This design comes from an exercise in tuning for small area on the open sky130 flow, not from production work. Function was checked by simulation only, so behaviour that the tests miss may differ from the original. Power is estimated from default activity; no workload was simulated.

## safety_monitor
module safety_monitor (
    input         clk,
    input         rstn,                          
    input         laser_pulse,                   
    input         adc_sdo,                       
    input  [31:0] pulse_width_lower_limit,
    input  [31:0] pulse_width_upper_limit,
    input  [31:0] rate_lower_limit,
    input  [15:0] drive_current_limit,
    input  [2:0]  dynamic_control,               
    output        ta_shutdown,
    output        pulse_lower_limit_fail,
    output        pulse_upper_limit_fail,
    output        rate_lower_limit_fail,
    output        power_peak_current_limit_fail,
    output        adc_sck,
    output        adc_convert,
    output        start_timer,
    output        adc_data_valid,
    output [15:0] adc_data_value,
    output [15:0] peak_power_value
);
For scale: ~520 cells after synthesis.
Settings: LEC_CHECK=0, CAP_MARGIN=20, CORE_MARGIN=2, CORE_UTILIZATION=40, PLACE_DENSITY=0.6, SLEW_MARGIN=20; clock period 5.0 ns.
standard.sh (not shown) runs the stock make flow with config.mk's settings and CLKGATE_MAP_FILE= SYNTH_SCRIPT=/design/flow/synth_recipe.tcl, a recipe that flattens the netlist after the stock synthesis.
==> flow/flow/run.sh <==
#!/bin/bash
# Layout flow: the standard ORFS flow (standard.sh) with
#  - the standard synthesis, whose combinational logic is then re-mapped by
#    ABC for area (flip-flops untouched, see reopt.ys.in); four ABC scripts
#    (flow/area*.abc) are tried and the smallest netlist that meets timing
#    after layout is kept,
#  - buf_1 port buffers,
#  - a clock tree of clkbuf_4 without dummy loads.
# Each tool's output goes to its own log here; ORFS also keeps per-step logs
# under orfs/logs/.
set -euo pipefail
LIB=$FLOW_HOME/platforms/sky130hd/lib/sky130_fd_sc_hd__tt_025C_1v80.lib
R=orfs/results/sky130hd/safety_monitor/base
ARGS=(
  "SETUP_SLACK_MARGIN=0.15"
  "BUFFER_PORTS_ARGS=-buffer_cell sky130_fd_sc_hd__buf_1"
  "CTS_ARGS=-sink_clustering_enable -repair_clock_nets -dont_use_dummy_load -buf_list sky130_fd_sc_hd__clkbuf_4 -root_buf sky130_fd_sc_hd__clkbuf_4 -sink_clustering_size 40 -sink_clustering_max_diameter 200"
)
bash standard.sh "${ARGS[@]}" synth > synth.log 2>&1
cp $R/1_2_yosys.v 1_2_yosys.standard.v
python3 flow/libcomb.py $LIB comb_models.v > libcomb.log 2>&1
for k in 1 2 3 4; do
  sed -e "s#@LIB@#$LIB#g" -e "s#@IN@#1_2_yosys.standard.v#" -e "s#@OUT@#reopt_$k.v#" \
      -e "s#@TOP@#$FLOW_TOP#" -e "s#@ABC@#flow/area$k.abc#" -e "s#@STAT@#reopt_stat_$k.txt#" \
      flow/reopt.ys.in > reopt_$k.ys
  yosys -s reopt_$k.ys > reopt_$k.log 2>&1 &
done
wait
# candidates, smallest first; if the layout of one misses timing, the next
# one is laid out
cands=$(for k in 1 2 3 4; do echo "$(grep 'Chip area' reopt_stat_$k.txt | awk '{print $NF}') $k"; done | sort -g | awk '{print $2}')
n=0
for k in $cands; do
  n=$((n + 1))
  echo "laying out reopt_$k.v" >> reopt_choice.log
  cp reopt_$k.v $R/1_2_yosys.v
  rm -f $R/1_synth.* $R/2_* $R/3_* $R/4_* $R/5_* $R/6_*
  bash standard.sh "${ARGS[@]}" finish > flow_$n.log 2>&1
  ws=$(python3 -c "import json; print(json.load(open('orfs/logs/sky130hd/safety_monitor/base/6_report.json'))['finish__timing__setup__ws'])")
  echo "reopt_$k.v: setup slack $ws" >> reopt_choice.log
  if python3 -c "import sys; sys.exit(0 if float('$ws') >= 0.15 else 1)"; then break; fi
  if [ $n -ge 3 ]; then break; fi
done
Other scripts of this flow, unchanged in this note and not shown: flow/flow/area1.abc, flow/flow/area2.abc, flow/flow/area3.abc, flow/flow/area4.abc, flow/flow/libcomb.py, flow/flow/reopt.ys.in
Rerun with:
--- a/flow/design.v
+++ b/flow/design.v
@@ -29,24 +29,24 @@
 reg din_d, lp0, lp1, lp2, lp3, lp4, lp5;
 always @(posedge clk) begin
     lp1   <= lp0;
     lp2   <= lp1;
     lp3   <= lp2;
     lp4   <= lp3;
     lp5   <= lp4;
 end
 localparam [2:0] S_PWRUP = 3'd0,
-                 S_INIT = 3'd3,
-                 S_IDLE = 3'd6,
-                 S_CONV = 3'd4,
-                 S_SCK = 3'd7,
-                 S_REP = 3'd5,
-                 S_DONE = 3'd1;
+                 S_INIT  = 3'd1,
+                 S_IDLE  = 3'd2,
+                 S_CONV  = 3'd3,
+                 S_SCK   = 3'd4,
+                 S_REP   = 3'd5,
+                 S_DONE  = 3'd6;
 reg  [2:0]  state;
 reg  [13:0] p;             
 reg         convert_r;
 reg         valid_r;
 reg  [11:0] sr;            
 reg  [11:0] old;           
 reg  [11:0] final_v;       
 reg  [11:0] peak;
 wire pwrup       = (state == S_PWRUP);
@@ -66,54 +66,57 @@
     if (!rstn) begin
         state        <= S_PWRUP;
         p            <= 14'd0;
         convert_r    <= 1'b0;
         valid_r      <= 1'b0;
     end else begin
         valid_r <= 1'b0;
         case (state)
             S_PWRUP: begin
-                if ((p & 14'd8330) == 14'd8330 && tc == 3'd1) begin
+                if (p == 14'd8330 && tc == 3'd1) begin
                     p     <= 14'd0;
                     state <= S_INIT;
                 end else if (tc == 3'd7) p <= p + 14'd1;
             end
             S_INIT: begin
                 if (!lp5 && lp0) state <= S_IDLE;
             end
             S_IDLE: begin
-                if ((p & 14'd3001) == 14'd3001) begin
+                if (p == 14'd3001) begin
                     p         <= 14'd0;
                     convert_r <= 1'b0;
                     state     <= S_CONV;
                 end else begin
                     p         <= p + 14'd1;
                     convert_r <= 1'b1;
                 end
             end
             S_CONV: begin
-                if ((p[4:0] & 5'd21) == 5'd21) begin
+                if (p[4:0] == 5'd21) begin
                     p[4:0]    <= 5'd0;
                     convert_r <= 1'b0;
                     state     <= S_SCK;
-                end else p <= p + 14'd1;
+                end else p[4:0] <= p[4:0] + 5'd1;
             end
             S_SCK: begin
-                if ((p[4:0] & 5'd29) == 5'd29) convert_r <= 1'b1;
-                p <= p + 14'd1;
+                if (p[4:0] == 5'd29) convert_r <= 1'b1;
+                p[4:0] <= p[4:0] + 5'd1;
                 if (p[4:0] == 5'd31) state <= S_REP;
             end
             S_REP: begin
                 valid_r <= 1'b1;
-                if (p[8:7] == 2'b11) begin
+                if (p[8:5] == 4'd11) begin
                     p     <= 14'd0;
                     state <= S_DONE;
-                end else state <= S_CONV;
+                end else begin
+                    p[8:5] <= p[8:5] + 4'd1;
+                    state  <= S_CONV;
+                end
             end
             S_DONE: begin
                 if (lp2 && !lp1) state <= S_INIT;
             end
             default: state <= S_PWRUP;
         endcase
     end
 end
 function automatic [11:0] avg12(input [11:0] x, input [11:0] y);
@@ -162,19 +165,19 @@
         end else if (pchk) begin
             if (gt_r) begin
                 pfail <= 1'b1;
                 pchk  <= 1'b0;
             end
         end else if (!lp1 && lp0) pchk <= 1'b1;
     end
 end
 assign power_peak_current_limit_fail = pfail;
-reg        acc;
+reg        acc, cfa;
 reg        lpt, lpt_d;
 reg [1:0]  mode;
 reg        f_lo, f_up, f_rate;
 localparam [1:0] M_IDLE = 2'd0, M_WIDTH = 2'd1, M_RATE = 2'd2, M_ARMED = 2'd3;
 wire any_fail = f_lo | f_up | f_rate;
 wire rise     = !lpt_d & lpt;
 wire idle     = (mode == M_IDLE) || (mode == M_ARMED);
 wire [1:0] idle_next = rise ? M_ARMED : M_IDLE;
 reg [31:0] cn;
@@ -207,48 +210,45 @@
         lpt_d  <= 1'b0;
         mode   <= M_IDLE;
         f_lo   <= 1'b0;
         f_up   <= 1'b0;
         f_rate <= 1'b0;
     end else if (tick) begin
         lpt   <= lp0 & laser_ready;
         lpt_d <= lpt;
         if (any_fail) begin
-            if (mode[0]) begin
+            if (cfa) begin
                 f_lo   <= 1'b0;
                 f_up   <= 1'b0;
                 f_rate <= 1'b0;
                 mode   <= idle_next;
-            end else mode <= {1'b0, acc};
+            end
         end else begin
             case (mode)
                 M_IDLE:  mode <= idle_next;
                 M_ARMED: mode <= M_WIDTH;
                 M_WIDTH: begin
                     if (!lpt_d) begin
-                        if (count_gt_up) begin
-                            f_up <= 1'b1;
-                            mode <= {1'b0, acc};
-                        end else if (count_lt_lo) begin
-                            f_lo <= 1'b1;
-                            mode <= {1'b0, acc};
-                        end else mode <= M_RATE;
+                        if (count_gt_up)      f_up <= 1'b1;
+                        else if (count_lt_lo) f_lo <= 1'b1;
+                        else                  mode <= M_RATE;
                     end
                 end
                 M_RATE: begin
                     if (lpt_d) begin
-                        if (rate_c) begin
-                            f_rate <= 1'b1;
-                            mode   <= {1'b0, acc};
-                        end else mode <= M_WIDTH;
+                        if (rate_c) f_rate <= 1'b1;
+                        else        mode   <= M_WIDTH;
                     end else if (!rate_c) mode <= idle_next;
                 end
             endcase
         end
     end
 end
-always @(posedge clk) acc <= dynamic_control[0] | (acc & (tc != 3'd7));
+always @(posedge clk) begin
+    acc <= dynamic_control[0] | (acc & (tc != 3'd7));
+    if (tick) cfa <= acc;
+end
 assign pulse_lower_limit_fail = f_lo;
 assign pulse_upper_limit_fail = f_up;
 assign rate_lower_limit_fail  = f_rate;
 assign ta_shutdown = f_lo | f_up | f_rate | pfail;
 endmodule
Result:
- combinational power went down by 7.9%
- total power went down by about 0.5%
- wire length went down by about 2.6%
- hold slack got worse by 0.0083 ns
- sequential share of layout area went up by 0.30 points
- via count went up by 0.87%
- worst setup slack got worse by 0.16 ns
- cell count went up by about 1.4%
- design area is about the same
- clock skew went down by 0.018 ns
- synthesized area went up by 1.8%
- global-route usage went down by 1.0 points
- fmax went down by about 3.4%

==> separate check: timing with driven ports <==
In the flow no input, the clock included, has a driving cell. The finished layouts below were timed again as built, in two steps.
Step 1, drivers: a clkbuf_16 drives clk and a buf_2 each remaining input, both assumed.
Step 2 moves the port delays by t, midway between the first and last clock arrival at a register: inputs arrive t later, outputs are due t later. That takes back most of the time a late clock gives input paths.
Three values: ideal ports, drivers, drivers and shift; two values: the first two.
run	t, ns	setup slack, ns	worst setup path after step 2
the first run	0.534	0.327 / 0.327 / -0.009	input to register
the second run	0.524	0.165 / 0.176 / -0.347	input to register
With both steps, setup timing fails in the first run and the second run, where it was met with ideal ports. For the second run, which loses most, drivers alone change the setup slack by +0.011 ns; drivers and shift together by -0.512 ns.
